What follows belongs to an exercise in optimizing a design on an open flow for small area, a short achievable clock period and few clock cycles per item; a production flow would make more cautious choices. Where RTL was checked, it was by simulation tests only, not by an equivalence proof against the original. Only the layout flow was run in runs 2 to 4; the RTL was not checked for function there. Power figures rest on the tool's default switching activity, not on a simulated workload.

[design/flow/run.sh]
#!/bin/bash
# synth_recipe.tcl (not shown) runs the flow's synth.tcl, then flattens the netlist and writes it again
# the make line also repeats each setting of config.mk as NAME=value (left out here)
make -C /OpenROAD-flow-scripts/flow DESIGN_CONFIG=/design/flow/config.mk WORK_HOME=/design/flow/orfs CLKGATE_MAP_FILE= SYNTH_SCRIPT=/design/flow/synth_recipe.tcl finish
[design/flow/config.mk]
export PLATFORM = sky130hd
export DESIGN_NAME = huffman
export DESIGN_NICKNAME = huffman
export VERILOG_FILES = /design/flow/design.v
export SDC_FILE = /design/flow/constraint.sdc
export NUM_CORES = 4
export LEC_CHECK = 0
export CAP_MARGIN = 20
export CORE_MARGIN = 2
export CORE_UTILIZATION = 40
export SLEW_MARGIN = 20
[design/flow/constraint.sdc]
create_clock -name core_clock -period 6.0 [get_ports {clk}]
set_input_delay 1.2000 -clock core_clock [delete_from_list [all_inputs] [get_ports {clk}]]
set_output_delay 1.2000 -clock core_clock [all_outputs]
set_load 0.01 [all_outputs]
[design/flow/design.v]
module huffman(clk, reset, gray_data, gray_valid, CNT_valid, CNT1, CNT2, CNT3, CNT4, CNT5, CNT6,
    code_valid, HC1, HC2, HC3, HC4, HC5, HC6, M1, M2, M3, M4, M5, M6);
input clk;
input reset;
input gray_valid;
input [7:0] gray_data;
output reg CNT_valid;
output [7:0] CNT1, CNT2, CNT3, CNT4, CNT5, CNT6;
output reg code_valid;
output [7:0] HC1, HC2, HC3, HC4, HC5, HC6;
output [7:0] M1, M2, M3, M4, M5, M6;
reg [7:0] cnt[0:5];
reg [6:0] pix_cnt;
reg [7:0] HC[0:5];
reg [7:0] M[0:5];
reg [7:0] weight[0:5];
reg [5:0] member[0:5];    
reg [2:0] len;            
reg [2:0] pos;            
reg [2:0] sort_cnt;
reg [2:0] state;
parameter IDLE    = 0;
parameter INPUT   = 1;
parameter LOAD    = 2;
parameter SORT    = 3;
parameter COMBINE = 4;
parameter REORDER = 5;
parameter OUT     = 6;
integer i;
wire [7:0] sum_w = weight[len - 2] + weight[len - 1];
wire [5:0] up_set = member[len - 2];
wire [5:0] lo_set = member[len - 1];
always @(posedge clk or posedge reset) begin
	if (reset) begin
		state <= IDLE;
	end
	else begin
		case(state)
			IDLE: if (gray_valid) state <= INPUT;
			INPUT: if (gray_valid && pix_cnt == 99) state <= LOAD;
			LOAD: state <= SORT;
			SORT: if (sort_cnt == 5) state <= COMBINE;
			COMBINE: state <= (len == 2) ? OUT : REORDER;
			REORDER: if (pos == 0 || weight[pos - 1] >= weight[pos]) state <= COMBINE;
			OUT: state <= IDLE;
			default: state <= IDLE;
		endcase
	end
end
always @(posedge clk or posedge reset) begin
	if (reset) begin
		pix_cnt <= 0;
		for(i = 0; i < 6; i = i + 1) begin
			cnt[i] <= 0;
		end
	end
	else begin
		case(state)
			IDLE, INPUT: begin
				if (gray_valid) begin
					pix_cnt <= pix_cnt + 1;
					case(gray_data)
						1: cnt[0] <= cnt[0] + 1;
						2: cnt[1] <= cnt[1] + 1;
						3: cnt[2] <= cnt[2] + 1;
						4: cnt[3] <= cnt[3] + 1;
						5: cnt[4] <= cnt[4] + 1;
						6: cnt[5] <= cnt[5] + 1;
						default: ;
					endcase
				end
			end
			OUT: begin
				pix_cnt <= 0;
				for(i = 0; i < 6; i = i + 1) begin
					cnt[i] <= 0;
				end
			end
			default: ;
		endcase
	end
end
always @(posedge clk or posedge reset) begin
	if (reset) begin
		CNT_valid <= 0;
	end
	else begin
		CNT_valid <= (state == IDLE || state == INPUT) && gray_valid && pix_cnt == 99;
	end
end
assign CNT1 = cnt[0];
assign CNT2 = cnt[1];
assign CNT3 = cnt[2];
assign CNT4 = cnt[3];
assign CNT5 = cnt[4];
assign CNT6 = cnt[5];
always @(posedge clk or posedge reset) begin
	if (reset) begin
		sort_cnt <= 0;
	end
	else begin
		case(state)
			SORT: sort_cnt <= (sort_cnt == 5) ? 0 : (sort_cnt + 1);
			default: sort_cnt <= 0;
		endcase
	end
end
always @(posedge clk or posedge reset) begin
	if (reset) begin
		len <= 0;
		pos <= 0;
		for(i = 0; i < 6; i = i + 1) begin
			weight[i] <= 0;
			member[i] <= 0;
		end
	end
	else begin
		case(state)
			LOAD: begin
				len <= 6;
				for(i = 0; i < 6; i = i + 1) begin
					weight[i] <= cnt[i];
					member[i] <= 6'b000001 << i;
				end
			end
			SORT: begin
				for(i = 0; i < 5; i = i + 1) begin
					if (i[0] == sort_cnt[0] && weight[i] < weight[i + 1]) begin
						weight[i] <= weight[i + 1];
						weight[i + 1] <= weight[i];
						member[i] <= member[i + 1];
						member[i + 1] <= member[i];
					end
				end
			end
			COMBINE: begin
				weight[len - 2] <= sum_w;
				member[len - 2] <= up_set | lo_set;
				weight[len - 1] <= 0;
				member[len - 1] <= 0;
				len <= len - 1;
				pos <= len - 2;
			end
			REORDER: begin
				if (pos != 0 && weight[pos - 1] < weight[pos]) begin
					weight[pos - 1] <= weight[pos];
					weight[pos] <= weight[pos - 1];
					member[pos - 1] <= member[pos];
					member[pos] <= member[pos - 1];
					pos <= pos - 1;
				end
			end
			default: ;
		endcase
	end
end
always @(posedge clk or posedge reset) begin
	if (reset) begin
		for(i = 0; i < 6; i = i + 1) begin
			HC[i] <= 0;
			M[i] <= 0;
		end
	end
	else begin
		case(state)
			LOAD: begin
				for(i = 0; i < 6; i = i + 1) begin
					HC[i] <= 0;
					M[i] <= 0;
				end
			end
			COMBINE: begin
				for(i = 0; i < 6; i = i + 1) begin
					if (lo_set[i]) begin
						HC[i] <= HC[i] | (M[i] + 1);
						M[i] <= (M[i] << 1) + 1;
					end
					else if (up_set[i]) begin
						M[i] <= (M[i] << 1) + 1;
					end
				end
			end
			default: ;
		endcase
	end
end
assign HC1 = HC[0];
assign HC2 = HC[1];
assign HC3 = HC[2];
assign HC4 = HC[3];
assign HC5 = HC[4];
assign HC6 = HC[5];
assign M1 = M[0];
assign M2 = M[1];
assign M3 = M[2];
assign M4 = M[3];
assign M5 = M[4];
assign M6 = M[5];
always @(posedge clk or posedge reset) begin
	if (reset) begin
		code_valid <= 0;
	end
	else begin
		code_valid <= (state == COMBINE && len == 2);
	end
end
endmodule
==> results of run 1 <==
critical path: stages, from the launching register on:
cell and delay (ns):
dfrtp_1 0.43, inv_1 0.15, ha_1 0.48, nor2_1 0.10, mux2_2 0.41, and2_1 0.35, a21oi_1 0.43, inv_1 0.12
ha_1 0.32, and4b_1 0.21, a211oi_1 0.23, o2111ai_1 0.30, nand2_1 0.40, o311a_1 0.54, buf_4 0.36, o21ai_0 0.13
o22a_1 0.19
worst max path at each step:
stage | slack [ns] | startpoint | cells past startpoint | endpoint
global placement | 1.04 | pos[0] | 15 | weight[2][1]
CTS | 0.92 | pos[0] | 15 | weight[2][1]
floorplan | 1.53 | reset | 1 | CNT_valid
global route | 0.44 | pos[0] | 16 | member[2][2]
detailed placement | 0.96 | pos[0] | 15 | member[2][2]
finish | 0.71 | pos[0] | 16 | weight[2][1]
layer usage:
metal	up-vias	share of wire	GRT usage
met5	-	0	0
met4	0	0.066	0.175
met3	258	0.10	0.0581
met2	1113	0.43	0.483
met1	8614	0.40	0.434
li1	7963	-	-
logic make-up (layout without fill, tap and decap cells):
logic type               count (synthesis)  after routing  share of synthesized area
AO/OA/AOI/OAI                          692            692                      0.272
multiplexers                           102            102                     0.0609
buffers and inverters                  222            344                     0.0504
adder cells (fa/ha/maj)                 74             74                     0.0532
flip-flops                             249            249                      0.355
XOR/XNOR                                86             86                     0.0448
AND/OR/NAND/NOR                        665            665                      0.164
report_power, final:
part | switching [W] | total, W | leakage (nW) | internal [W]
Combinational | 0.00534 | 0.00804 | 4.87 | 0.00270
Sequential | 0.000791 | 0.00280 | 3.33 | 0.00201
Clock | 0.000788 | 0.00201 | 0.523 | 0.00122
through the flow:
step | instance area [um2] | power (W) | hold slack, ns | utilization
after floorplan | 17600 | 0.00762 | 0.486 | -
after global placement | 19800 | 0.0104 | 0.475 | 0.459
after detailed placement | 19800 | 0.0105 | 0.484 | 0.459
after CTS | 20900 | 0.0126 | 0.497 | 0.484
after global routing | 20900 | 0.0135 | 0.511 | 0.484
final | 20900 | 0.0129 | 0.493 | 0.484
area by class of cell:
| type | instances | share of cell area |
|---|---|---|
| Tap cell | 585 | 0.0350 |
| Clock inverter | 16 | 0.0110 |
| Inverter | 62 | 0.0113 |
| Multi-Input combinational cell | 1619 | 0.503 |
| Clock buffer | 40 | 0.0411 |
| Sequential cell | 249 | 0.298 |
| Timing Repair Buffer | 226 | 0.101 |
Yosys cell counts (all sizes together), types with 4 or more instances:
master / count / area, um2
nand2: 272 / 1020
dfrtp: 249 / 6230
nor2: 228 / 856
a21oi: 180 / 931
o21ai: 147 / 736
clkbuf: 108 / 405
ha: 73 / 913
mux2i: 63 / 631
inv: 62 / 233
a222oi: 54 / 541
xor2: 53 / 464
buf: 52 / 248
nand3: 51 / 255
a221oi: 46 / 403
a22oi: 39 / 293
mux2: 39 / 439
xnor2: 33 / 323
a31oi: 32 / 200
a221o: 24 / 240
a211oi: 22 / 170
o211ai: 22 / 165
nor3: 20 / 100
nand4: 19 / 134
o221ai: 18 / 158
a21o: 17 / 128
o31ai: 17 / 128
and3: 15 / 98.8
a22o: 13 / 114
nand2b: 12 / 75.1
a2111oi: 8 / 90.1
and2: 8 / 50.1
or3: 8 / 50.1
nor2b: 7 / 43.8
or4: 7 / 60.1
o22ai: 5 / 31.3
a32oi: 4 / 35.0
nand3b: 4 / 30.0
o211a: 4 / 40.0
o21a: 4 / 30.0
o22a: 4 / 35.0
o311ai: 4 / 42.6
flip-flops by register name (all words and copies together), names as in the netlist, 7 cells and up:
name and cells:
weight 48, HC 48, cnt 48, M 48, member 36, pix_cnt 7
==> run notes, run 1 <==
The vertical die dimension came out at 214 um. The tightest min-delay check is of the flop to flop type. The wire length per cell after detailed routing is 26.2 um, and the maximum clock path buffer count is 3. The run gives 2797 as the post-layout instance count excluding filler cells. In this run the power density over the cells is 615 nW/um2.

Launch point of the worst hold path: HC[4][3]. The tools report the number of warnings issued by yosys as 6. The tools report the number of core rows as 76. The worst relative slew slack is 0.334. The synthesized area divided by synthesized cell count is 8.40 um2. The worst hold path passes through 2 cells. Async set-reset flop share out of synthesis: 1.00.

For the worst-skew pair, the clock arrives at the later sink with an insertion delay of 0.58 ns. TritonCTS built the clock tree. The worst slack after detailed placement is 0.963 ns, and the depth of the most critical reg-to-reg path is 16. 0 antenna diodes ended up in the layout. The tools report the count of pins over their slew limit as 0. From synthesis to final layout, the design area changed by 19.1%. The number of global-route vias before repair was 17029. After legalization and detailed placement, the total HPWL measured 51000 um. Setup repair after global routing left no endpoint under its margin. The total count of hold-check failures in the final report came out at 0. For this design the static power due to leakage is 8.72 nW. The tree is rooted in a clkbuf_16. The tools report the clock skew as 0.0140 ns.

After synthesis the netlist holds a flip-flop and latch count of 249. The number of setup buffers added after CTS is 0. The worst-case IR drop observed on VDD is 0.000342 V.

For the finished layout, the period the worst path requires is 5.29 ns. Synthesis produced a netlist whose cell count is 2090. Counting distinct cell types in the post-synthesis netlist gives 80. Critical path launch point type: a flop.

The data arrival time of the critical path came out at 5.75 ns. The most common cell after layout, fill and taps aside was nand2_1. The number of synthesized flops with an enable pin is 0, and the H-tree depth reported by CTS is 1.

In this run the horizontal extent of the chip is 214 um. The tree built by TritonCTS fans out to 249 sinks. Pin placement for this block handled 157 I/O pins. In the routed design, unresolved DRC markers number 0.

The routed layout has 17948 vias. In the final layout, the multi-input gates occupy 10500 um2. The sum of routed wire length over all layers is 73200 um, and the largest net degree at the start of global routing is 158. The congestion estimate from routability-driven global placement came to 0.991. The register-to-register setup slack came out at 0.71 ns. The path type of the worst setup path is flop to flop.

The logs give 45600 um2 for the die outline area and 2741 for the instance count after placement with tap cells included. The ratio of routed vias to standard cells works out to 6.42. End of the worst hold path: HC[4][3].

The slew at the pin closest to its max-slew limit is 0.996 ns, and the post-synth design cell area is 17600 um2. The fraction of the cycle the final worst path needs works out to 0.881. The run finished with no timing, DRC or antenna violations. The number of iterations in the first detailed-routing pass is 9, and the final net count is 2273. The proportion of layout cells with a drive suffix above 1 was 0.0882. TritonCTS created 30 clock buffers. The reg-to-reg critical path startpoint was pos[0].

After routing, the total negative slack on setup checks comes to 0 ns. Of all nets on the critical path, the largest fanout is 18. The logs give 0 for the initial antenna violation count and 0 for the number of hold buffers added after CTS. Max-cap violations in this run came to 0.

In this run, post-CTS repair resized a total of 0 instances. In this run, the number of DRC markers left after iteration 0 of detailed routing was 2640. The region available for standard cell placement spans 43200 um2. Port buffering added 156 buffers. The layout has 4229 filler cells. The tools report the count of nets left with antenna violations after detail routing as 0. The tools report the total global-route track usage as 0.320. The required time of the worst setup path is 6.46 ns.

The effective utilization at floorplan came out at 0.407. The tools report the register area as 6230 um2. Setup slack on the critical path of the routed design comes to 0.714 ns. The endpoint type of the worst setup path was a flop.

The tools report the final setup violation count as 0. Derived from the worst setup path, the maximum achievable clock frequency is 189 MHz. The most used flip-flop cell after synthesis is dfrtp_1.

Endpoint of the worst-slack reg-to-reg timing path: weight[2][1]. The first global-routing pass estimated 110000 um of wire. Leaving out fill and tap cells, the most frequent cells in the layout are nand2_1 (272), dfrtp_1 (249), nor2_1 (227).

The sequential fraction of the synthesis area is 0.355, and the clock-pin slew of the registers on the worst-case setup and hold paths is 0.06 ns. Global routing finished with a remaining overflow of 0.
Testbench counts, summed over its fixed seeds: cycles 23,527, frames 192.
==> inputs of run 2 (changes only) <==
==> design/flow/design.v (replaced) <==
module huffman(clk, reset, gray_data, gray_valid, CNT_valid, CNT1, CNT2, CNT3, CNT4, CNT5, CNT6,
    code_valid, HC1, HC2, HC3, HC4, HC5, HC6, M1, M2, M3, M4, M5, M6);
input clk;
input reset;
input gray_valid;
input [7:0] gray_data;
output reg CNT_valid;
output [7:0] CNT1, CNT2, CNT3, CNT4, CNT5, CNT6;
output reg code_valid;
output [7:0] HC1, HC2, HC3, HC4, HC5, HC6;
output [7:0] M1, M2, M3, M4, M5, M6;
reg [1:0] st;
reg in_v;
reg [2:0] in_d;
reg [6:0] w[0:5];
reg [2:0] pos[0:5];
reg [4:0] hc[0:5];
reg [4:0] m[0:5];
reg par;         
reg merged;      
reg [2:0] ncomb;
integer i;
wire idle     = (st == 2'd0);
wire counting = (st == 2'd1);
wire build    = (st == 2'd2);
reg [5:0] sel;
reg [6:0] cur;
always @* begin
	cur = 7'd0;
	for (i = 0; i < 6; i = i + 1) begin
		sel[i] = in_v && (in_d == i + 1);
		cur = cur | ({7{sel[i]}} & w[i]);
	end
end
wire [6:0] inc = cur + 7'd1;
reg [4:0] lt, swap;
always @* begin
	for (i = 0; i < 5; i = i + 1) begin
		lt[i] = (w[i] < w[i + 1]);
		swap[i] = build && lt[i] && (merged || (i[0] == par));
	end
end
wire in_order = ~|lt;
wire comb = build && in_order;
wire last = comb && (ncomb == 3'd4);
wire [6:0] sum = w[4] + w[5];
reg [2:0] np[0:5];
always @* begin
	for (i = 0; i < 6; i = i + 1) begin
		if (comb)
			np[i] = (i >= 4) ? 3'd5 : i + 1;
		else if (i < 5 && swap[i])
			np[i] = i + 1;
		else if (i > 0 && swap[i - 1])
			np[i] = i - 1;
		else
			np[i] = i;
	end
end
always @(posedge clk or posedge reset) begin
	if (reset) begin
		st <= 2'd0;
		in_v <= 1'b0;
		CNT_valid <= 1'b0;
		code_valid <= 1'b0;
	end
	else begin
		if (idle)
			st <= gray_valid ? 2'd1 : 2'd0;
		else if (counting)
			st <= gray_valid ? 2'd1 : 2'd2;
		else if (last)
			st <= 2'd0;
		in_v <= gray_valid;
		CNT_valid <= counting && !gray_valid;
		code_valid <= last;
	end
end
always @(posedge clk) begin
	in_d <= gray_data[2:0];
	if (!build) begin
		par <= 1'b0;
		merged <= 1'b0;
		ncomb <= 3'd0;
	end
	else begin
		par <= ~par;
		if (comb) begin
			merged <= 1'b1;
			ncomb <= ncomb + 3'd1;
		end
	end
end
always @(posedge clk) begin
	for (i = 0; i < 6; i = i + 1) begin
		if (idle)
			w[i] <= 7'd0;
		else if (counting) begin
			if (sel[i])
				w[i] <= inc;
		end
		else if (i > 0 && (comb ? i < 5 : swap[i - 1]))
			w[i] <= w[i - 1];
		else if (i < 5 && swap[i])
			w[i] <= w[i + 1];
		else if (comb)
			w[i] <= (i == 0) ? 7'd127 : sum;
	end
end
always @(posedge clk) begin
	for (i = 0; i < 6; i = i + 1) begin
		if (!build) begin
			pos[i] <= i;
			hc[i] <= 5'd0;
			m[i] <= 5'd0;
		end
		else begin
			pos[i] <= np[pos[i]];
			if (comb && pos[i][2]) begin
				m[i] <= {m[i][3:0], 1'b1};
				if (pos[i][0])
					hc[i] <= hc[i] | ({m[i][3:0], 1'b1} & ~m[i]);
			end
		end
	end
end
assign CNT1 = {1'b0, w[0]};
assign CNT2 = {1'b0, w[1]};
assign CNT3 = {1'b0, w[2]};
assign CNT4 = {1'b0, w[3]};
assign CNT5 = {1'b0, w[4]};
assign CNT6 = {1'b0, w[5]};
assign HC1 = {3'b0, hc[0]};
assign HC2 = {3'b0, hc[1]};
assign HC3 = {3'b0, hc[2]};
assign HC4 = {3'b0, hc[3]};
assign HC5 = {3'b0, hc[4]};
assign HC6 = {3'b0, hc[5]};
assign M1 = {3'b0, m[0]};
assign M2 = {3'b0, m[1]};
assign M3 = {3'b0, m[2]};
assign M4 = {3'b0, m[3]};
assign M5 = {3'b0, m[4]};
assign M6 = {3'b0, m[5]};
endmodule
==> run 2 against run 1 <==
Area after synthesis fell by 54%. Setup slack improved by 1.4 ns. Sequential share of layout area fell by 2.4 points. Cell area fell by 53%. Maximum frequency rose by 35%. Critical path type unchanged. First-iteration DRC count fell by 75%. Synthesized cell count fell by 50%. Via count fell by 56%. Highest routed layer unchanged. Clock skew fell by 0.00063 ns. Cell count fell by 50%. Die area fell by 53%. Clock-buffer cell count fell by 22.
==> run notes, run 2 <==
Class of the tightest hold or removal check: flop to flop (unchanged). The synthesized area divided by synthesized cell count was 7.79 um2 (was 8.40 um2); the number of flip-flops under the largest register name was 42. For the register share of total power, the log shows 0.271 (was 0.218).

The number of synthesized flops with an enable pin works out to 0 (unchanged). The logs give 52 (was 76) for the number of core rows and 0.00287 W (was 0.00594 W) for the cell internal power dissipation. The synthesis-to-finish area growth works out to 20.6% (was 19.1%). The post-synth design cell area is 8140 um2 (was 17600 um2), and the final setup violation count is 0 (unchanged). The reported leakage power was 3.93 nW (was 8.72 nW); the H-tree depth reported by CTS was 4 (was 1). The run gives 157 (unchanged) as the top-level port count. The total count of hold-check failures in the final report is 0 (unchanged), and the maximum vdd drop is 0.000274 V (was 0.000342 V). The flow ran to the end and the layout has no timing, DRC or antenna violations. The die width was 147 um (was 214 um). The async set-reset flop share out of synthesis was 0.0376 (was 1.00); the portion of total power attributed to combinational logic was 0.540 (was 0.626).

The total non-filler cell area in the finished layout was 9820 um2 (was 20900 um2). The clock-pin slew of the registers on the worst-case setup and hold paths is 0.06 ns (about the same), and the ratio of routed vias to standard cells is 5.66 (was 6.42). The total half-perimeter wirelength after legalization and detailed placement came out at 17900 um (was 51000 um).

The tools report the count of nets left with antenna violations after detail routing as 0 (unchanged). Commonest cells after routing, fill and taps aside: dfxtp_1 (128), clkdlybuf4s50_1 (109), nor2_1 (108) (was nand2_1 (272), dfrtp_1 (249), nor2_1 (227)). The fraction of the cycle the final worst path needs works out to 0.651 (was 0.881).

The tools report the critical path launch point type as a flop (unchanged). For the register-to-register setup slack, the log shows 2.10 ns (was 0.71 ns). The number of antenna diodes is 0 (unchanged), and the number of iterations in the first detailed-routing pass is 5 (was 9). The total global-route track usage was 0.229 (was 0.320); the proportion of netlist area held by the largest area contributor was 0.315 (was 0.355). The clock latency at the later pin of the worst-skew pair was 0.43 ns (was 0.58 ns); the data arrival time of the critical path was 4.20 ns (was 5.75 ns). The run gives 0.954 (was 0.991) as the last weighted congestion value of the routability-driven placer. The timing startpoint of the critical path is w[5][2] (was pos[0]). The sum of overflow across all layers after global routing was 0 (unchanged); the power density over the cells was 548 nW/um2 (was 615 nW/um2). For the number of global-route vias before repair, the log shows 7131 (was 17029). For the instance count after placement with tap cells included, the log shows 1371 (was 2741). The setup TNS is 0 ns (unchanged), and the worst relative slew slack is 0.339 (was 0.334). The tools report the first-pass GRT wire length as 39500 um (was 110000 um).

The vertical die dimension came out at 147 um (was 214 um). The run gives 0 (unchanged) as the reported max-cap violation count. The final critical-path required period was 3.90 ns (was 5.29 ns); the switching power was 0.00252 W (was 0.00692 W). The count of distinct cell types in the synthesized netlist is 79 (was 80), and the clock skew is 0.0134 ns (was 0.0140 ns).

The quantity of I/O buffers inserted on ports came out at 109 (was 156). Post-layout instance count excluding filler cells: 1403 (was 2797). For the required time of the worst setup path, the log shows 6.30 ns (was 6.46 ns). The most common cell after layout, fill and taps aside was dfxtp_1 (was nand2_1). The post-cts repair resize count came out at 0 (unchanged). The largest net degree at the start of global routing was 69 (was 158). The most instantiated flip-flop cell in the synthesis netlist is dfxtp_1 (was dfrtp_1).

The sequential fraction of the synthesis area is 0.330 (was 0.355), and the number of instances in the synthesized netlist is 1045 (was 2090). The effective utilization at floorplan is 0.405 (was 0.407). For the area of placed instances, the log shows 9250 um2 (was 19800 um2). The path type of the worst setup path is flop to flop (unchanged). The die outline area came out at 21500 um2 (was 45600 um2). The number of warnings issued by yosys came out at 10 (was 6). Proportion of power drawn by the clock network: 0.189 (was 0.156). The number of synthesized register bits is 133 (was 249), and the final net count is 1172 (was 2273). The proportion of layout cells with a drive suffix above 1 is 0.0644 (was 0.0882).

Number of DRC violations after detailed-routing iteration 0: 671 (was 2640). Setup repair after global routing left no endpoint under its margin. CTS buffer count: 17 (was 30). The cell taking the most area after synthesis is dfxtp_1 (was dfrtp_1). The depth of the most critical reg-to-reg path works out to 11 (was 16).

Number of sinks handled by clock tree synthesis: 133 (was 249). The tools report the cell at the root of the clock tree as clkbuf_16 (unchanged). The cell with the most instances after synthesis was dfxtp_1 (was nand2_1). The reg-to-reg critical path startpoint is w[5][2] (was pos[0]).

Switching portion of total power: 0.468 (was 0.538). The run gives 0 (unchanged) as the buffers inserted during post-CTS setup optimization. The wire length per cell after detailed routing is 17.8 um (was 26.2 um). The tools report the endpoint of the worst-slack reg-to-reg timing path as w[2][4] (was weight[2][1]).

The critical path capture point was w[2][4] (was weight[2][1]). The largest registers in the layout are w x42, hc x30, m x30. Largest cells by area after synthesis: dfxtp_1 (31%), ha_1 (6.1%), a21oi_1 (5.2%), nor2_1 (5.0%), nand2_1 (4.5%) (was dfrtp_1 (35%), nand2_1 (5.8%), ha_1 (5.2%), a21oi_1 (5.0%), nor2_1 (4.9%)). The largest driver fanout on the critical path works out to 52 (was 18).

The run gives 7943 (was 17948) as the count of vias placed by the detailed router. The slew at the pin closest to its max-slew limit was 0.992 ns (was 0.996 ns). The tools report the peak clock frequency supported by timing as 256 MHz (was 189 MHz). The core footprint is 20100 um2 (was 43200 um2). Commonest cells post-synth: dfxtp_1 (128), nor2_1 (108), nand2_1 (97), a21oi_1 (85), inv_1 (67) (was nand2_1 (272), dfrtp_1 (249), nor2_1 (228), a21oi_1 (174), o21ai_0 (144)). Endpoint type of the worst setup path: a flop (unchanged).

The power after layout was 0.00539 W (was 0.0129 W); the maximum clock path buffer count was 2 (was 3). For the count of pins over their slew limit, the log shows 0 (unchanged). The initial antenna violation count was 0 (unchanged).

For the post-detailed-route DRC marker count, the log shows 0 (unchanged). Largest register by flop count: w. The number of hold buffers added after CTS was 0 (unchanged).

The sum of routed wire length over all layers is 25000 um (was 73200 um). TritonCTS built the clock tree.
## run 2: stage by stage
step,setup slack (ns),hold slack [ns],util
floorplan,3.22,0.422,-
global placement,2.00,0.437,0.460
detailed placement,2.00,0.444,0.460
CTS,1.94,0.458,0.488
global route,1.76,0.489,0.489
finish,2.10,0.462,0.489
## run 2: power groups by stage
stage                     Combinational, W  Sequential [W]  Clock (W)
after floorplan                    0.00203         0.00133          0
after detailed placement           0.00284         0.00146          0
after global placement             0.00281         0.00147          0
after CTS                          0.00286         0.00144    0.00104
final                              0.00291         0.00146    0.00102
after global routing               0.00322         0.00149    0.00107
## run 2: layout make-up
| type | count | area [um2] |
|---|---|---|
| clock buffers | 18 | 439 |
| clock inverters | 14 | 130 |
| fillers | 1996 | 10300 |
| inverters | 69 | 259 |
| multi-input cells | 775 | 4770 |
| flip-flops and latches | 133 | 2690 |
| well taps | 270 | 338 |
| repair buffers | 124 | 1200 |
## run 2: worst min-delay path by stage
stage                        start        to  depth (start not counted)
after floorplan                par       par                          1
after global placement         par       par                          1
after detailed placement       par       par                          1
after CTS                      par       par                          1
after global routing      hc[1][0]  hc[1][0]                          2
final                          par       par                          1
## run 2: logic make-up (layout without fill, tap and decap cells)
family	Yosys count	after routing	synth area share
and+or+nand+nor	340	340	0.199
AOI/OAI and AO/OA	321	321	0.262
buffers and inverters	178	225	0.105
DFF	133	133	0.330
adders and majority gates	41	41	0.0639
muxes	23	23	0.0309
xor gates and xnor gates	8	8	0.00860
other	1	42	0.000460
## run 2: worst max-delay path, stage by stage (launching register included)
cell and delay (ns):
dfxtp_1 0.51, inv_1 0.11, ha_1 0.40, a21oi_1 0.09
a21oi_1 0.20, o22ai_1 0.26, nor4_4 0.56, and2_2 0.90
nor3_1 0.17, buf_4 0.23, o21ai_0 0.19, a32oi_1 0.13
## run 2: metal layers
| metal | global-route usage | wire length (um) | vias up |
|---|---|---|---|
| li1 | - | - | 3828 |
| met1 | 0.325 | 11400 | 3719 |
| met2 | 0.352 | 11000 | 363 |
| met3 | 0.0500 | 2190 | 33 |
| met4 | 0.0597 | 392 | 0 |
| met5 | 0 | 0 | - |
==> inputs of run 3 (changes only) <==
--- a/design/flow/config.mk
+++ b/design/flow/config.mk
@@ -5,7 +5,9 @@
 export SDC_FILE = /design/flow/constraint.sdc
 export NUM_CORES = 4
 export LEC_CHECK = 0
+export ABC_CLOCK_PERIOD_IN_PS = 2500
 export CAP_MARGIN = 20
 export CORE_MARGIN = 2
 export CORE_UTILIZATION = 40
+export SETUP_SLACK_MARGIN = 3.5
 export SLEW_MARGIN = 20
==> run 3 against run 2 <==
Register-to-register slack improved by 0.93 ns. Area after synthesis is the same. Cell count increased by 10%. Critical path type unchanged. Critical endpoint is now pos[1][0]. Highest routed layer unchanged.
==> run notes, run 3 <==
For the number of global-route vias before repair, the log shows 8405 (was 7131). Setup repair after global routing could not meet its margin everywhere. The run gives 45800 um (was 39500 um) as the first-pass GRT wire length. For the post-route met1 wirelength, the log shows 12900 um (was 11400 um).

The ratio of routed vias to standard cells was 5.97 (was 5.66); the worst relative slew slack was 0.350 (was 0.339). The tools report the top-level port count as 157 (unchanged). The total count of hold-check failures in the final report was 0 (unchanged); the fraction of the cycle the final worst path needs was 0.495 (was 0.651).

For the sum of routed wire length over all layers, the log shows 31400 um (was 25000 um). The initial antenna violation count is 0 (unchanged), and the number of flip-flops under the largest register name is 42 (unchanged). The number of warnings issued by yosys was 10 (unchanged); the largest driver fanout on the critical path was 6 (was 52).

The power density over the cells is 577 nW/um2 (was 548 nW/um2). Commonest cells after routing, fill and taps aside: dlygate4sd2_1 (96), nor2_1 (89), buf_4 (88) (was dfxtp_1 (128), clkdlybuf4s50_1 (109), nor2_1 (108)). Largest register by flop count: w (unchanged). The last weighted congestion value of the routability-driven placer is 0.931 (was 0.954), and the number of instances in the synthesized netlist is 1045 (unchanged). The final setup violation count came out at 0 (unchanged).

The tools report the count of distinct cell types in the synthesized netlist as 79 (unchanged). Cell with the most instances after synthesis: dfxtp_1 (unchanged). The data arrival time of the critical path is 3.33 ns (was 4.20 ns).

The cell at the root of the clock tree is clkbuf_16 (unchanged). The logs give 2850 um2 (was 2690 um2) for the register area and 6.36 ns (was 6.30 ns) for the required time of the worst setup path. The effective utilization at floorplan is 0.405 (unchanged), and the maximum vdd drop is 0.000328 V (was 0.000274 V).

The logs give 17 (unchanged) for the CTS buffer count and 0 (unchanged) for the number of hold buffers added after CTS. Endpoint of the worst-slack reg-to-reg timing path: pos[1][0] (was w[2][4]). The depth of the worst hold-timing path came out at 1 (unchanged). The class of the tightest hold or removal check was flop to flop (unchanged). Sequential fraction of the synthesis area: 0.330 (unchanged). The run gives 0 (unchanged) as the reported max-cap violation count. For the count of vias placed by the detailed router, the log shows 9213 (was 7943). Proportion of layout cells with a drive suffix above 1: 0.390 (was 0.0644). Regs by FF count: w x42, hc x30, m x30 (unchanged). The launch point of the worst hold path was hc[5][3] (was par).

The async set-reset flop share out of synthesis is 0.0376 (unchanged). The total half-perimeter wirelength after legalization and detailed placement was 17600 um (was 17900 um). Number of core rows: 52 (unchanged).

The synthesized area divided by synthesized cell count was 7.79 um2 (unchanged); the utilization after layout was 0.646 (was 0.489). The number of DRC violations after detailed-routing iteration 0 is 1103 (was 671). The register-to-register setup slack came out at 3.03 ns (was 2.10 ns). The flow ran to the end and the layout has no timing, DRC or antenna violations. The number of antenna diodes is 0 (unchanged), and the count of nets left with antenna violations after detail routing is 0 (unchanged). The top routing layer in use was met4 (unchanged). The area occupied by multi-input gates came out at 6410 um2 (was 4770 um2). Largest cells by area after synthesis: dfxtp_1 (31%), ha_1 (6.1%), a21oi_1 (5.2%), nor2_1 (5.0%), nand2_1 (4.5%) (unchanged). The met3 wire length came out at 3180 um (was 2190 um). The post-detailed-route DRC marker count came out at 0 (unchanged). The most common cell after layout, fill and taps aside is dlygate4sd2_1 (was dfxtp_1). The number of synthesized register bits came out at 133 (unchanged).

The most instantiated flip-flop cell in the synthesis netlist is dfxtp_1 (unchanged). The logs give 0 (unchanged) for the count of pins over their slew limit and 20100 um2 (unchanged) for the core footprint. The slew at the pin closest to its max-slew limit is 0.974 ns (was 0.992 ns). For the H-tree depth reported by CTS, the log shows 4 (unchanged).

The clock-pin slew of the registers on the worst-case setup and hold paths works out to 0.07 ns (was 0.06 ns). The end of the worst hold path was hc[5][3] (was par). The depth of the most critical reg-to-reg path is 13 (was 11), and the proportion of netlist area held by the largest area contributor is 0.315 (unchanged). The cell taking the most area after synthesis is dfxtp_1 (unchanged). The total global-route track usage is 0.266 (was 0.229).

Wire length per cell after detailed routing: 20.3 um (was 17.8 um). For the sum of overflow across all layers after global routing, the log shows 0 (unchanged). Commonest cells post-synth: dfxtp_1 (128), nor2_1 (108), nand2_1 (97), a21oi_1 (85), inv_1 (67) (unchanged). The path type of the worst setup path is flop to flop (unchanged).

The number of synthesized flops with an enable pin is 0 (unchanged). The quantity of I/O buffers inserted on ports was 109 (unchanged). The die width came out at 147 um (unchanged).

The number of sinks handled by clock tree synthesis was 133 (unchanged); the number of iterations in the first detailed-routing pass was 6 (was 5). The peak clock frequency supported by timing is 336 MHz (was 256 MHz). The final critical-path required period came out at 2.97 ns (was 3.90 ns). Vertical die dimension: 147 um (unchanged). The endpoint type of the worst setup path is a flop (unchanged).

The length of routed met2 wiring is 14100 um (was 11000 um), and the setup TNS is 0 ns (unchanged). The maximum clock path buffer count was 2 (unchanged). Reg-to-reg critical path startpoint: w[1][6] (was w[5][2]). The largest net degree at the start of global routing is 43 (was 69), and the number of inserted filler cells in the final layout is 1583 (was 1996).

TritonCTS built the clock tree. The die outline area is 21500 um2 (unchanged). The synthesis-to-finish area growth is 59.5% (was 20.6%). For the clock latency at the later pin of the worst-skew pair, the log shows 0.43 ns (about the same). The post-synth design cell area was 8140 um2 (unchanged). The clock skew is 0.00871 ns (was 0.0134 ns).

The final net count was 1312 (was 1172); the reported leakage power was 5.45 nW (was 3.93 nW). Critical path launch point type: a flop (unchanged).
-- run 3: cells by family after synthesis --
kind of cell,share of synthesized area
xor+xnor,0.00860
flops,0.330
compound gates,0.262
buf+inv,0.105
mux,0.0309
fa+ha+maj,0.0639
other cells,0.000460
simple gates,0.199
-- run 3: repair_timing --
action	CTS	global route
hold endpoints to repair	0	0
endpoints found under the setup margin	222	133
resized for setup	416	145
pin swaps	133	70
buffers inserted	111	21
gates cloned	7	3
-- run 3: routing by layer --
metal / vias up / GRT usage
met3: 111 / 0.0484
met2: 573 / 0.413
met4: 0 / 0.0903
li1: 4122 / -
met1: 4407 / 0.372
met5: - / 0
-- run 3: critical path, cell delays in order, from the launching register on --
cell and delay [ns]:
dfxtp_4 0.37, buf_4 0.15, ha_4 0.27, and3_4 0.18, nand2_1 0.07, o21a_2 0.26, nor3_4 0.36, and2_4 0.24
buf_6 0.10, buf_8 0.11, buf_12 0.12, nor2_1 0.06, mux4_2 0.47, a21oi_2 0.13
-- run 3: through the flow --
stage	instance area [um2]	hold slack (ns)	power, W	std cells	setup slack (ns)
after floorplan	8490	0.422	0.00353	1086	3.47
after detailed placement	9400	0.450	0.00444	1369	2.43
after CTS	12100	0.461	0.00681	1519	3.19
after global placement	9390	0.438	0.00439	1369	2.34
after global routing	13000	0.474	0.00788	1543	3.00
final	13000	0.455	0.00749	1543	3.03
-- run 3: cell type report --
type / count / share of cell area
flip-flops and latches: 133 / 0.220
inverters: 69 / 0.0203
well taps: 270 / 0.0260
clock inverters: 15 / 0.0122
multi-input cells: 779 / 0.494
clock buffers: 17 / 0.0328
repair buffers: 260 / 0.195
-- run 3: worst max path at each step --
stage	start	end	slack (ns)	cells past startpoint
2_1_floorplan	w[1][6]	w[3][6]	3.47	11
3_3_place_gp	w[1][3]	w[1][1]	2.34	10
3_5_place_dp	w[5][4]	pos[1][0]	2.43	11
4_1_cts	w[1][6]	w[2][3]	3.19	13
5_1_grt	w[1][6]	pos[1][0]	3.00	13
6_report	w[1][6]	pos[1][0]	3.03	13
-- run 3: power by group --
part / leakage [nW] / internal, W / switching, W / total [W]
logic: 4.05 / 0.00231 / 0.00258 / 0.00489
clock network: 0.279 / 0.000589 / 0.000464 / 0.00105
registers: 1.12 / 0.00114 / 0.000408 / 0.00155
total: 5.45 / 0.00404 / 0.00345 / 0.00749
==> inputs of run 4 (changes only) <==
==> design/flow/config.mk (replaced) <==
export PLATFORM = sky130hd
export DESIGN_NAME = huffman
export DESIGN_NICKNAME = huffman
export VERILOG_FILES = /design/flow/design.v
export SDC_FILE = /design/flow/constraint.sdc
export NUM_CORES = 4
export LEC_CHECK = 0
export ABC_CLOCK_PERIOD_IN_PS = 2000
export CAP_MARGIN = 20
export CORE_MARGIN = 2
export CORE_UTILIZATION = 40
export SETUP_SLACK_MARGIN = 4.0
export SLEW_MARGIN = 20
==> run 4 against run 3 <==
Sequential cell count stayed put. Largest power group unchanged. Sequential power is 4% lower. Critical endpoint is now w[3][0]. Register-to-register slack better by 0.05 ns. Hold slack better by 0.016 ns. Maximum frequency is 1.8% higher. Clock skew is 0.0018 ns higher. First-iteration DRC count is 2.7% higher. Critical path type unchanged. Combinational power is about 20% higher.
==> run notes, run 4 <==
Setup repair after global routing could not meet its margin everywhere. The total global-route track usage is 0.279 (was 0.266), and the number of synthesized register bits is 133 (unchanged). The most common cell after layout, fill and taps aside is buf_6 (was dlygate4sd2_1).

The H-tree depth reported by CTS came out at 4 (unchanged). The fraction of the cycle the final worst path needs came out at 0.487 (was 0.495). For the final net count, the log shows 1414 (was 1312). The setup TNS was 0 ns (unchanged); the largest net degree at the start of global routing was 57 (was 43). The first-pass GRT wire length was 47800 um (was 45800 um). The slew at the pin closest to its max-slew limit is 0.664 ns (was 0.974 ns), and the number of DRC violations after detailed-routing iteration 0 is 1133 (was 1103). For the peak clock frequency supported by timing, the log shows 342 MHz (was 336 MHz).

The number of instances in the synthesized netlist was 1045 (unchanged); the total half-perimeter wirelength after legalization and detailed placement was 17900 um (was 17600 um). Launch point of the worst hold path: hc[3][0] (was hc[5][3]). Number of warnings issued by yosys: 10 (unchanged).

Endpoint type of the worst setup path: a flop (unchanged). The final worst-path setup slack is 3.08 ns (was 3.03 ns). The path type of the worst setup path was flop to flop (unchanged). The synthesized area divided by synthesized cell count is 7.79 um2 (unchanged). The area occupied by multi-input gates is 6460 um2 (was 6410 um2), and the number of inserted filler cells in the final layout is 1437 (was 1583).

The post-layout instance count excluding filler cells is 1645 (was 1543), and the number of synthesized flops with an enable pin is 0 (unchanged). The die width came out at 147 um (unchanged). The cell with the most instances after synthesis is dfxtp_1 (unchanged). The power density over the cells is 589 nW/um2 (was 577 nW/um2), and the count of pins over their slew limit is 0 (unchanged). The CTS buffer count was 17 (unchanged); the top-level port count was 157 (unchanged).

The cell at the root of the clock tree is clkbuf_16 (unchanged). For the post-detailed-route DRC marker count, the log shows 0 (unchanged). Proportion of layout cells with a drive suffix above 1: 0.545 (was 0.390).

The final critical-path required period was 2.92 ns (was 2.97 ns). Largest cells by area after synthesis: dfxtp_1 (31%), ha_1 (6.1%), a21oi_1 (5.2%), nor2_1 (5.0%), nand2_1 (4.5%) (unchanged). The run gives 9650 um2 (was 9400 um2) as the area of placed instances. The run gives 0.0105 ns (was 0.00871 ns) as the clock skew. The run gives 7 (was 6) as the number of iterations in the first detailed-routing pass. Commonest cells post-synth: dfxtp_1 (128), nor2_1 (108), nand2_1 (97), a21oi_1 (85), inv_1 (67) (unchanged).

The cell taking the most area after synthesis was dfxtp_1 (unchanged). The proportion of netlist area held by the largest area contributor works out to 0.315 (unchanged). The number of sinks handled by clock tree synthesis was 133 (unchanged); the final setup violation count was 0 (unchanged).

Critical path launch point type: a flop (unchanged). The async set-reset flop share out of synthesis works out to 0.0376 (unchanged). For the count of nets left with antenna violations after detail routing, the log shows 0 (unchanged).

The number of flip-flops under the largest register name was 42 (unchanged); the required time of the worst setup path was 6.31 ns (was 6.36 ns). The register-to-register setup slack came out at 3.08 ns (was 3.03 ns). The depth of the worst hold-timing path was 1 (unchanged). The tools report the end of the worst hold path as hc[3][0] (was hc[5][3]).

The count of vias placed by the detailed router is 9807 (was 9213). Reg-to-reg critical path startpoint: w[1][6] (unchanged). The largest driver fanout on the critical path is 7 (was 6), and the synthesis-to-finish area growth is 75.6% (was 59.5%). Largest register by flop count: w (unchanged). Worst relative slew slack: 0.556 (was 0.350). The logs give 0 (unchanged) for the sum of overflow across all layers after global routing and 0 (unchanged) for the number of antenna diodes.

The instance count after placement with tap cells included came out at 1369 (unchanged). The logs give 0.330 (unchanged) for the sequential fraction of the synthesis area and 0.405 (unchanged) for the effective utilization at floorplan. The vertical die dimension is 147 um (unchanged). For the worst slack after detailed placement, the log shows 2.35 ns (was 2.43 ns). For the utilization after layout, the log shows 0.711 (was 0.646). The tools report the die outline area as 21500 um2 (unchanged).

The depth of the most critical reg-to-reg path is 12 (was 13). The initial antenna violation count was 0 (unchanged). For the total non-filler cell area in the finished layout, the log shows 14300 um2 (was 13000 um2). TritonCTS built the clock tree.

The reported max-cap violation count was 0 (unchanged). For the post-synth design cell area, the log shows 8140 um2 (unchanged). The tools report the endpoint of the worst-slack reg-to-reg timing path as w[3][0] (was pos[1][0]).

Number of core rows: 52 (unchanged). Regs by FF count: w x42, hc x30, m x30 (unchanged). The core footprint is 20100 um2 (unchanged), and the clock latency at the later pin of the worst-skew pair is 0.44 ns (was 0.43 ns).

The register area was 2960 um2 (was 2850 um2). For the number of global-route vias before repair, the log shows 8700 (was 8405). Data arrival time of the critical path: 3.23 ns (was 3.33 ns). The tools report the number of hold buffers added after CTS as 0 (unchanged). The clock-pin slew of the registers on the worst-case setup and hold paths is 0.07 ns (about the same), and the count of distinct cell types in the synthesized netlist is 79 (unchanged). The sum of routed wire length over all layers was 34200 um (was 31400 um); the quantity of I/O buffers inserted on ports was 109 (unchanged). The wire length per cell after detailed routing was 20.8 um (was 20.3 um).

The flow ran to the end and the layout has no timing, DRC or antenna violations. The logs give 0.000483 V (was 0.000328 V) for the maximum vdd drop and 5.91 nW (was 5.45 nW) for the reported leakage power. The class of the tightest hold or removal check was flop to flop (unchanged).

The tools report the last weighted congestion value of the routability-driven placer as 0.934 (was 0.931). The most instantiated flip-flop cell in the synthesis netlist is dfxtp_1 (unchanged). The ratio of routed vias to standard cells came out at 5.96 (was 5.97). The run gives 0 (unchanged) as the total count of hold-check failures in the final report. The maximum clock path buffer count came out at 2 (unchanged). Commonest cells after routing, fill and taps aside: buf_6 (174), buf_4 (143), nor2_1 (83) (was dlygate4sd2_1 (96), nor2_1 (89), buf_4 (88)).
## run 4: repair_timing
item	CTS	global route
cloned	11	3
pin swaps	89	94
endpoints found under the setup margin	230	230
endpoints found under the hold margin	0	0
resized for setup	854	163
setup buffers	170	60
## run 4: per-layer routing
metal | up-vias | part of all wire | track usage
li1 | 4352 | - | -
met1 | 4647 | 0.40 | 0.367
met2 | 636 | 0.46 | 0.443
met3 | 172 | 0.092 | 0.0661
met4 | 0 | 0.046 | 0.115
met5 | - | 0 | 0
## run 4: cells by family (layout without fill, tap and decap cells)
logic type | Yosys count | in the layout | share of synthesized area
compound gates | 321 | 322 | 0.262
xor+xnor | 8 | 8 | 0.00860
fa+ha+maj | 41 | 41 | 0.0639
buf+inv | 178 | 459 | 0.105
flops | 133 | 133 | 0.330
mux | 23 | 23 | 0.0309
other cells | 1 | 42 | 0.000460
simple gates | 340 | 347 | 0.199
## run 4: final cells by class
| class | instances | area share |
|---|---|---|
| multi-input cells | 783 | 0.452 |
| well taps | 270 | 0.0236 |
| clock inverters | 14 | 0.00919 |
| clock buffers | 18 | 0.0315 |
| repair buffers | 358 | 0.258 |
| flip-flops and latches | 133 | 0.207 |
| inverters | 69 | 0.0190 |
## run 4: worst max path at each step
stage	start	to	cells past startpoint
global route	w[1][6]	w[3][6]	13
finish	w[1][6]	w[3][0]	12
global placement	w[1][3]	w[1][0]	10
CTS	w[1][6]	w[3][1]	12
floorplan	w[1][6]	w[3][2]	11
detailed placement	w[1][3]	w[1][4]	10
## run 4: metrics by stage
| step | hold WS (ns) | power [W] |
|---|---|---|
| CTS | 0.469 | 0.00732 |
| detailed placement | 0.444 | 0.00458 |
| floorplan | 0.422 | 0.00370 |
| global route | 0.484 | 0.00876 |
| global placement | 0.437 | 0.00455 |
| finish | 0.471 | 0.00842 |
## run 4: power by group
group | switching (W) | leakage (nW) | total (W) | internal (W)
logic | 0.00296 | 4.48 | 0.00588 | 0.00292
clock network | 0.000477 | 0.284 | 0.00105 | 0.000574
registers | 0.000345 | 1.15 | 0.00149 | 0.00114
## run 4: critical path, cell delays in order (launching register included)
cell,delay [ns]
dfxtp_4,0.38
inv_4,0.05
ha_4,0.20
o21a_1,0.19
a221o_1,0.36
a41oi_4,0.21
buf_12,0.16
nor4_4,0.05
buf_4,0.16
a211oi_4,0.27
and2b_4,0.28
o21ai_1,0.10
a2111oi_1,0.38
==> inputs of run 5 (changes only) <==
--- a/design/flow/design.v
+++ b/design/flow/design.v
@@ -19,6 +19,8 @@
 reg par;         
 reg merged;      
 reg [2:0] ncomb;
+reg srt;         
+reg [4:1] pend;  
 integer i;
 wire idle     = (st == 2'd0);
 wire counting = (st == 2'd1);
@@ -37,11 +39,14 @@
 always @* begin
 	for (i = 0; i < 5; i = i + 1) begin
 		lt[i] = (w[i] < w[i + 1]);
-		swap[i] = build && lt[i] && (merged || (i[0] == par));
+		if (merged)
+			swap[i] = build && (i > 0) && pend[i] && (i == 4 || !pend[i + 1]);
+		else
+			swap[i] = build && lt[i] && (i[0] == par);
 	end
 end
 wire in_order = ~|lt;
-wire comb = build && in_order;
+wire comb = build && (merged ? ~|pend : srt);
 wire last = comb && (ncomb == 3'd4);
 wire [6:0] sum = w[4] + w[5];
 reg [2:0] np[0:5];
@@ -82,9 +87,16 @@
 		par <= 1'b0;
 		merged <= 1'b0;
 		ncomb <= 3'd0;
+		srt <= 1'b0;
 	end
 	else begin
 		par <= ~par;
+		srt <= in_order;
+		if (comb)
+			for (i = 1; i < 5; i = i + 1)
+				pend[i] <= (w[i - 1] < sum);
+		else
+			pend <= pend & ~swap[4:1];
 		if (comb) begin
 			merged <= 1'b1;
 			ncomb <= ncomb + 3'd1;
==> design/flow/config.mk (replaced) <==
export PLATFORM = sky130hd
export DESIGN_NAME = huffman
export DESIGN_NICKNAME = huffman
export VERILOG_FILES = /design/flow/design.v
export SDC_FILE = /design/flow/constraint.sdc
export NUM_CORES = 4
export LEC_CHECK = 0
export CAP_MARGIN = 20
export CORE_MARGIN = 2
export CORE_UTILIZATION = 40
export SLEW_MARGIN = 20
==> run 5 against run 4 <==
Register-to-register slack worse by 1.1 ns. Area after synthesis grew 7.5%. Largest cell class unchanged. Sequential share of layout area grew 6.4 points. Cell area is 27% lower. Critical path type unchanged. Synthesized cell count up 7.5%. Utilization shrank 23 points. Critical path depth fell by 2. Routed wire length fell by 22%.
==> run notes, run 5 <==
The run finished with no timing, DRC or antenna violations. The post-detailed-route DRC marker count was 0 (unchanged); the number of DRC violations after detailed-routing iteration 0 was 811 (was 1133). Total non-filler cell area in the finished layout: 10400 um2 (was 14300 um2). The number of synthesized flops with an enable pin is 4 (was 0). The most common cell after layout, fill and taps aside was dfxtp_1 (was buf_6). Number of sinks handled by clock tree synthesis: 138 (was 133). Clock-pin slew of the registers on the worst-case setup and hold paths: 0.06 ns (was 0.07 ns). Post-synth design cell area: 8760 um2 (was 8140 um2). The logs give 21700 um2 (was 20100 um2) for the core footprint and 6.32 ns (was 6.31 ns) for the required time of the worst setup path. The last weighted congestion value of the routability-driven placer was 0.896 (was 0.934). Setup repair after global routing left no endpoint under its margin. The worst slack after detailed placement was 2.18 ns (was 2.35 ns); the top-level port count was 157 (unchanged). For the maximum vdd drop, the log shows 0.000431 V (was 0.000483 V). The tools report the endpoint type of the worst setup path as a flop (unchanged). The die width was 152 um (was 147 um); the sequential fraction of the synthesis area was 0.323 (was 0.330). The maximum clock path buffer count is 2 (unchanged), and the fraction of the cycle the final worst path needs is 0.672 (was 0.487).

The run gives 2133 (was 1437) as the number of inserted filler cells in the final layout. Commonest cells after routing, fill and taps aside: dfxtp_1 (129), a21oi_1 (117), nor2_1 (111) (was buf_6 (174), buf_4 (143), nor2_1 (83)). The total global-route track usage was 0.227 (was 0.279); the sum of routed wire length over all layers was 26600 um (was 34200 um). The synthesis-to-finish area growth is 19.0% (was 75.6%).

Critical path launch point type: a flop (unchanged). The data arrival time of the critical path is 4.35 ns (was 3.23 ns), and the vertical die dimension is 152 um (was 147 um). The async set-reset flop share out of synthesis is 0.0362 (was 0.0376). The reported leakage power came out at 4.23 nW (was 5.91 nW).

The largest driver fanout on the critical path works out to 22 (was 7). The logs give 0 (unchanged) for the total count of hold-check failures in the final report and 54 (was 52) for the number of core rows. The largest register by flop count is w (unchanged).

Final setup violation count: 0 (unchanged). The quantity of I/O buffers inserted on ports was 109 (unchanged); the setup TNS was 0 ns (unchanged). The tools report the number of hold buffers added after CTS as 0 (unchanged).

The cell taking the most area after synthesis was dfxtp_1 (unchanged). The number of iterations in the first detailed-routing pass was 6 (was 7). The slowest library cell on the worst path is dfxtp_1 (was dfxtp_4).

The peak clock frequency supported by timing was 248 MHz (was 342 MHz); the slew at the pin closest to its max-slew limit was 1.00 ns (was 0.664 ns). The total half-perimeter wirelength after legalization and detailed placement is 19100 um (was 17900 um). The class of the tightest hold or removal check was flop to flop (unchanged). The worst relative slew slack came out at 0.327 (was 0.556).

Proportion of layout cells with a drive suffix above 1: 0.0529 (was 0.545). The run gives 12 (was 10) as the number of warnings issued by yosys. The run gives 0.404 (was 0.405) as the effective utilization at floorplan. Path type of the worst setup path: flop to flop (unchanged). The number of antenna diodes is 0 (unchanged). The cell at the root of the clock tree was clkbuf_16 (unchanged). The logs give 41 (was 57) for the largest net degree at the start of global routing and 75 (was 79) for the count of distinct cell types in the synthesized netlist. Regs by FF count: w x42, hc x30, m x30 (unchanged).

Die outline area: 23100 um2 (was 21500 um2). Sequence of cells on the critical path: nor3b_1 -> a32o_1 -> or2_2 -> ha_1 -> o21ai_0 -> nor4b_1 -> mux2i_1 -> nand2_1 -> a211oi_1 -> nor2_1 (was inv_4 -> ha_4 -> o21a_1 -> a221o_1 -> a41oi_4 -> buf_12 -> nor4_4 -> buf_4 -> a211oi_4 -> and2b_4 -> o21ai_1 -> a2111oi_1). Largest cells by area after synthesis: dfxtp_1 (29%), ha_1 (9.1%), a21oi_1 (6.7%), nor2_1 (4.8%), buf_4 (3.9%) (was dfxtp_1 (31%), ha_1 (6.1%), a21oi_1 (5.2%), nor2_1 (5.0%), nand2_1 (4.5%)). The wire length per cell after detailed routing works out to 17.9 um (was 20.8 um). The power density over the cells works out to 566 nW/um2 (was 589 nW/um2). The synthesized area divided by synthesized cell count is 7.80 um2 (was 7.79 um2). The tools report the final net count as 1272 (was 1414). The run gives 42300 um (was 47800 um) as the first-pass GRT wire length. The instance count after placement with tap cells included is 1457 (was 1369).

The proportion of netlist area held by the largest area contributor is 0.295 (was 0.315), and the number of synthesized register bits is 138 (was 133). The tools report the reported max-cap violation count as 0 (unchanged). Commonest cells post-synth: dfxtp_1 (129), a21oi_1 (117), nor2_1 (112), nand2_1 (88), inv_1 (82) (was dfxtp_1 (128), nor2_1 (108), nand2_1 (97), a21oi_1 (85), inv_1 (67)). For the post-layout instance count excluding filler cells, the log shows 1489 (was 1645). The logs give 1.97 ns (was 3.08 ns) for the final worst-path setup slack and 0 (was 854) for the post-cts repair resize count. The logs give 0 (unchanged) for the initial antenna violation count and 17 (unchanged) for the CTS buffer count. The maximum single-stage delay on the critical path is 0.90 ns (was 0.38 ns).

The most instantiated flip-flop cell in the synthesis netlist was dfxtp_1 (unchanged). TritonCTS built the clock tree. The count of vias placed by the detailed router was 8394 (was 9807). The area of placed instances was 9840 um2 (was 9650 um2). For the count of pins over their slew limit, the log shows 0 (unchanged).

Cell with the most instances after synthesis: dfxtp_1 (unchanged). Number of global-route vias before repair: 7526 (was 8700). The run gives 1123 (was 1045) as the number of instances in the synthesized netlist. For the H-tree depth reported by CTS, the log shows 4 (unchanged). The sum of overflow across all layers after global routing was 0 (unchanged); the final critical-path required period was 4.03 ns (was 2.92 ns). The count of nets left with antenna violations after detail routing is 0 (unchanged), and the clock skew is 0.0138 ns (was 0.0105 ns).

The run gives 0 (was 170) as the buffers inserted during post-CTS setup optimization. The clock latency at the later pin of the worst-skew pair is 0.43 ns (was 0.44 ns), and the number of flip-flops under the largest register name is 42 (unchanged). The ratio of routed vias to standard cells works out to 5.64 (was 5.96).
==> run 5: changes by cell type in the layout (fill, tap and decap cells not counted), sizes merged, moves of 9 or more <==
cell and change:
inv +13, nand2b +16, a31oi +18, nand3b +9, nand2 -10, clkdlybuf4s50 +103, a21oi +34, buf -337
a211oi +10, ha +24
==> run 5: area by class of cell <==
type                    instances  area (um2)  area share
clock buffers                  17         425      0.0408
multi-input cells             835        5170       0.496
clock inverters                15         159      0.0152
repair buffers                121        1180       0.113
well taps                     280         350      0.0336
flip-flops and latches        138        2830       0.271
inverters                      83         312      0.0299
==> run 5: critical path: cells and delay by family, from the launching register on <==
family	cells	cell delay [ns]
flops	1	0.90
mux	1	0.85
compound gates	3	0.64
fa+ha+maj	1	0.18
simple gates	5	1.35
==> run 5: metal layers <==
layer / track usage / routed length [um] / part of all wire
met4: 0.0788 / 648 / 0.024
met3: 0.0473 / 1940 / 0.073
met1: 0.322 / 12400 / 0.47
met2: 0.341 / 11600 / 0.44
met5: 0 / 0 / 0
==> run 5: per-stage QoR <==
| stage | power, W | utilization | hold slack (ns) |
|---|---|---|---|
| finish | 0.00590 | 0.481 | 0.467 |
| global route | 0.00642 | 0.481 | 0.491 |
| CTS | 0.00589 | 0.480 | 0.473 |
| detailed placement | 0.00481 | 0.454 | 0.458 |
| global placement | 0.00474 | 0.454 | 0.447 |
| floorplan | 0.00368 | - | 0.450 |
==> run 5: final timing paths <==
path	to	startpoint	cells after the start	slack, ns
min	hc[2][4]	hc[2][4]	2	0.47
min reg2reg	hc[2][4]	hc[2][4]	2	0.47
max	w[4][6]	in_d[0]	10	1.97
max in group asynchronous	st[1]	reset	2	4.87
min in group asynchronous	st[0]	reset	2	0.96
max reg2reg	w[4][6]	in_d[0]	10	1.97
==> run 5: power breakdown <==
part | leakage (nW) | internal, W | switching [W] | total (W)
clock | 0.282 | 0.000587 | 0.000473 | 0.00106
sequential | 1.16 | 0.00112 | 0.000453 | 0.00157
combinational | 2.79 | 0.00140 | 0.00187 | 0.00327
total | 4.23 | 0.00310 | 0.00279 | 0.00590
==> run 5: cells by family (layout without fill, tap and decap cells) <==
group / Yosys count / after routing / share of synthesized area
other cells: 1 / 42 / 0.000428
mux: 17 / 17 / 0.0197
compound gates: 351 / 351 / 0.252
simple gates: 350 / 350 / 0.196
flops: 138 / 138 / 0.323
fa+ha+maj: 65 / 65 / 0.0937
buf+inv: 191 / 236 / 0.105
xor+xnor: 10 / 10 / 0.0100
Testbench counts of run 5, summed over its fixed seeds: cycles 22,627, frames 192.
==> inputs of run 6 (changes only) <==
--- a/design/flow/config.mk
+++ b/design/flow/config.mk
@@ -8,4 +8,6 @@
 export CAP_MARGIN = 20
 export CORE_MARGIN = 2
 export CORE_UTILIZATION = 40
+export SETUP_SLACK_MARGIN = 3.4
 export SLEW_MARGIN = 20
+export TNS_END_PERCENT = 10
==> run 6 against run 5 <==
Still clean. Maximum frequency is 50% higher. Die area stayed put. Cell area is 11% higher. Largest cell class unchanged.
==> run notes, run 6 <==
The flow ran to the end and the layout has no timing, DRC or antenna violations. The depth of the worst hold-timing path is 2 (unchanged). Die width: 152 um (unchanged). Largest register by flop count: w (unchanged).

The run gives 0.000641 V (was 0.000431 V) as the maximum vdd drop. The first-pass GRT wire length came out at 44400 um (was 42300 um). Largest cells by area after synthesis: dfxtp_1 (29%), ha_1 (9.1%), a21oi_1 (6.7%), nor2_1 (4.8%), buf_4 (3.9%) (unchanged). The required time of the worst setup path was 4.80 ns (was 6.32 ns). The slew at the pin closest to its max-slew limit was 0.699 ns (was 1.00 ns); the final setup violation count was 0 (unchanged). The final worst-path setup slack is 3.31 ns (was 1.97 ns). The count of nets left with antenna violations after detail routing is 0 (unchanged), and the data arrival time of the critical path is 1.49 ns (was 4.35 ns). The tools report the reg-to-reg critical path startpoint as w[4][1] (was in_d[0]). The async set-reset flop share out of synthesis was 0.0362 (unchanged); the last weighted congestion value of the routability-driven placer was 0.887 (was 0.896). The worst relative slew slack was 0.534 (was 0.327); the number of buffer and inverter instances along the worst setup path was 1 (was 0). Largest net degree at the start of global routing: 41 (unchanged). The tools report the H-tree depth reported by CTS as 4 (unchanged). The number of flip-flops under the largest register name works out to 42 (unchanged).

The worst slack after detailed placement was 2.10 ns (was 2.18 ns). The run gives 5 (was 6) as the number of iterations in the first detailed-routing pass. The total count of hold-check failures in the final report came out at 0 (unchanged). Number of global-route vias before repair: 7856 (was 7526). Cell with the most instances after synthesis: dfxtp_1 (unchanged).

The register-to-register setup slack was 3.33 ns (was 1.97 ns); the CTS buffer count was 17 (unchanged). The logs give 0.404 (unchanged) for the effective utilization at floorplan and 23100 um2 (unchanged) for the die outline area. Number of synthesized flops with an enable pin: 4 (unchanged). The logs give 0 (unchanged) for the reported max-cap violation count and 28800 um (was 26600 um) for the sum of routed wire length over all layers. The path type of the worst setup path is flop to primary output (was flop to flop).

The logs give 0.323 (unchanged) for the sequential fraction of the synthesis area and 54 (unchanged) for the number of core rows. Proportion of netlist area held by the largest area contributor: 0.295 (unchanged). The run gives 0 (unchanged) as the number of hold buffers added after CTS. Maximum single-stage delay on the critical path: 0.59 ns (was 0.90 ns). Most common cell after layout, fill and taps aside: clkdlybuf4s50_1 (was dfxtp_1). The ratio of routed vias to standard cells came out at 5.68 (was 5.64). The vertical die dimension is 152 um (unchanged), and the depth of the most critical reg-to-reg path is 11 (was 10). The post-synth design cell area is 8760 um2 (unchanged). The final critical-path required period is 2.69 ns (was 4.03 ns), and the synthesized area divided by synthesized cell count is 7.80 um2 (unchanged). The number of DRC violations after detailed-routing iteration 0 was 775 (was 811); the count of vias placed by the detailed router was 8793 (was 8394).

The logs give 2 (unchanged) for the maximum clock path buffer count and 157 (unchanged) for the top-level port count. The number of sinks handled by clock tree synthesis came out at 138 (unchanged). Initial antenna violation count: 0 (unchanged). TritonCTS built the clock tree. The end of the worst hold path is hc[1][3] (was hc[2][4]). The wire length per cell after detailed routing is 18.6 um (was 17.9 um), and the power density over the cells is 603 nW/um2 (was 566 nW/um2).

The count of pins over their slew limit is 0 (unchanged). The cell taking the most area after synthesis was dfxtp_1 (unchanged). The core footprint is 21700 um2 (unchanged). The fraction of the cycle the final worst path needs is 0.448 (was 0.672), and the clock skew is 0.0119 ns (was 0.0138 ns).

The reported leakage power is 4.66 nW (was 4.23 nW), and the utilization after layout is 0.532 (was 0.481). The count of distinct cell types in the synthesized netlist came out at 75 (unchanged). The cell at the root of the clock tree is clkbuf_16 (unchanged). The post-detailed-route DRC marker count came out at 0 (unchanged).

The number of antenna diodes came out at 0 (unchanged). Cell type group with the largest total delay on the critical path: buffers and inverters (was simple AND/OR/NAND/NOR gates). Slowest library cell on the worst path: clkdlybuf4s50_1 (was dfxtp_1). The largest driver fanout on the critical path was 8 (was 22); the power after layout was 0.00696 W (was 0.00590 W). The quantity of I/O buffers inserted on ports works out to 109 (unchanged). Critical path launch point type: a flop (unchanged).

Endpoint type of the worst setup path: a primary output (was a flop). The clock latency at the later pin of the worst-skew pair was 0.42 ns (was 0.43 ns). Setup repair after global routing could not meet its margin everywhere. Regs by FF count: w x42, hc x30, m x30 (unchanged). The number of inserted filler cells in the final layout is 2059 (was 2133), and the clock-pin slew of the registers on the worst-case setup and hold paths is 0.07 ns (was 0.06 ns). The proportion of layout cells with a drive suffix above 1 was 0.190 (was 0.0529); the sum of overflow across all layers after global routing was 0 (unchanged). The synthesis-to-finish area growth is 31.8% (was 19.0%). Class of the tightest hold or removal check: flop to flop (unchanged). Launch point of the worst hold path: hc[1][3] (was hc[2][4]). The number of synthesized register bits is 138 (unchanged). Number of warnings issued by yosys: 12 (unchanged).

Sequence of cells on the critical path: clkdlybuf4s50_1 (was nor3b_1 -> a32o_1 -> or2_2 -> ha_1 -> o21ai_0 -> nor4b_1 -> mux2i_1 -> nand2_1 -> a211oi_1 -> nor2_1). The most instantiated flip-flop cell in the synthesis netlist was dfxtp_1 (unchanged). The tools report the total global-route track usage as 0.239 (was 0.227).

Commonest cells post-synth: dfxtp_1 (129), a21oi_1 (117), nor2_1 (112), nand2_1 (88), inv_1 (82) (unchanged). The endpoint of the worst-slack reg-to-reg timing path is pos[4][1] (was w[4][6]). The logs give 1123 (unchanged) for the number of instances in the synthesized netlist and 1332 (was 1272) for the final net count.

The logs give 0 ns (unchanged) for the setup TNS and 19300 um (was 19100 um) for the total half-perimeter wirelength after legalization and detailed placement. The peak clock frequency supported by timing was 372 MHz (was 248 MHz). Commonest cells after routing, fill and taps aside: clkdlybuf4s50_1 (109), a21oi_1 (106), nor2_1 (105) (was dfxtp_1 (129), a21oi_1 (117), nor2_1 (111)).
-- run 6: cells by family (layout without fill, tap and decap cells) --
logic type / after synthesis / in the layout / share of synthesized area
compound gates: 351 / 351 / 0.252
other cells: 1 / 42 / 0.000428
xor+xnor: 10 / 10 / 0.0100
fa+ha+maj: 65 / 65 / 0.0937
flops: 138 / 138 / 0.323
mux: 17 / 18 / 0.0197
simple gates: 350 / 351 / 0.196
buf+inv: 191 / 294 / 0.105
-- run 6: how the worst max path moves through the flow --
stage,start,to,slack [ns],cells after the start
6_report,w[1][3],CNT2[3],3.31,1
3_5_place_dp,in_d[0],w[4][6],2.10,10
2_1_floorplan,in_d[1],w[4][6],3.45,11
5_1_grt,w[4][0],pend[1],3.25,11
4_1_cts,st[1],w[1][0],3.30,8
3_3_place_gp,in_d[0],w[4][6],2.20,10
-- run 6: worst register-to-register path: stages (launching register included) --
cell,delay [ns]
dfxtp_4,0.41
inv_1,0.09
ha_1,0.27
a211o_1,0.31
a211oi_4,0.23
buf_6,0.17
a21oi_4,0.10
buf_4,0.17
or2_4,0.26
or3_1,0.31
a21o_1,0.18
a21oi_1,0.12
-- run 6: final cells by class --
| cell class | count | area [um2] | share of cell area |
|---|---|---|---|
| Multi-Input combinational cell | 837 | 5660 | 0.490 |
| Sequential cell | 138 | 2920 | 0.253 |
| Timing Repair Buffer | 179 | 1720 | 0.149 |
| Clock buffer | 17 | 425 | 0.0369 |
| Tap cell | 280 | 350 | 0.0304 |
| Inverter | 83 | 315 | 0.0273 |
| Clock inverter | 15 | 154 | 0.0133 |
-- run 6: stage by stage --
step	hold WS (ns)	instance area, um2	instances
2_1_floorplan	0.450	8910	1164
3_3_place_gp	0.447	9840	1458
3_5_place_dp	0.455	9840	1458
4_1_cts	0.475	11100	1520
5_1_grt	0.486	11500	1549
6_report	0.469	11500	1549
-- run 6: routing by layer --
metal,track usage,wire [um],vias to the layer above
met5,0,0,-
met4,0.0823,702,0
met3,0.0568,2370,53
met2,0.360,12800,376
met1,0.334,13000,4164
li1,-,-,4200
-- run 6: power breakdown --
group	switching [W]	internal [W]
registers	0.000467	0.00116
clock network	0.000470	0.000588
logic	0.00223	0.00204
-- run 6: timing repair --
item / CTS / global route
resized for setup: 118 / 66
setup buffers: 28 / 29
gates cloned: 2 / 0
pin swaps: 14 / 20
endpoints found under the setup margin: 115 / 117

## re-timing with driven ports
Ports are ideal in the flow. The routed layouts listed here were re-timed in OpenROAD. Step 1 assumes that a clkbuf_16 drives the clock port and a buf_2 every other input. Step 2 adds t to the input delays and takes it off the output delays; t is the mean of the earliest and latest rising clock arrival at the registers after step 1. Input paths then give back, and output paths get back, about the clock's delay inside the block. a / b / c = ideal ports / drivers / drivers and shift; a / b = the first two.
run	shift t [ns]	setup slack, ns	worst setup path after step 2	clock arrival spread, ns	worst register clock-pin slew, ns
run 1	0.629	0.714 / 0.714 / 0.714	register to register	0.014 / 0.015	0.07 / 0.07
run 2	0.467	2.097 / 2.097 / 2.097	register to register	0.015 / 0.015	0.07 / 0.07
run 3	0.468	3.028 / 3.028 / 3.028	register to register	0.010 / 0.010	0.07 / 0.07
run 4	0.478	3.080 / 3.080 / 3.080	register to register	0.011 / 0.010	0.07 / 0.07
run 5	0.473	1.971 / 1.971 / 1.971	register to register	0.014 / 0.014	0.07 / 0.07
run 6	0.464	3.310 / 3.265 / 3.329	register to register	0.012 / 0.012	0.07 / 0.07
After both steps setup and hold are still met in every run listed.
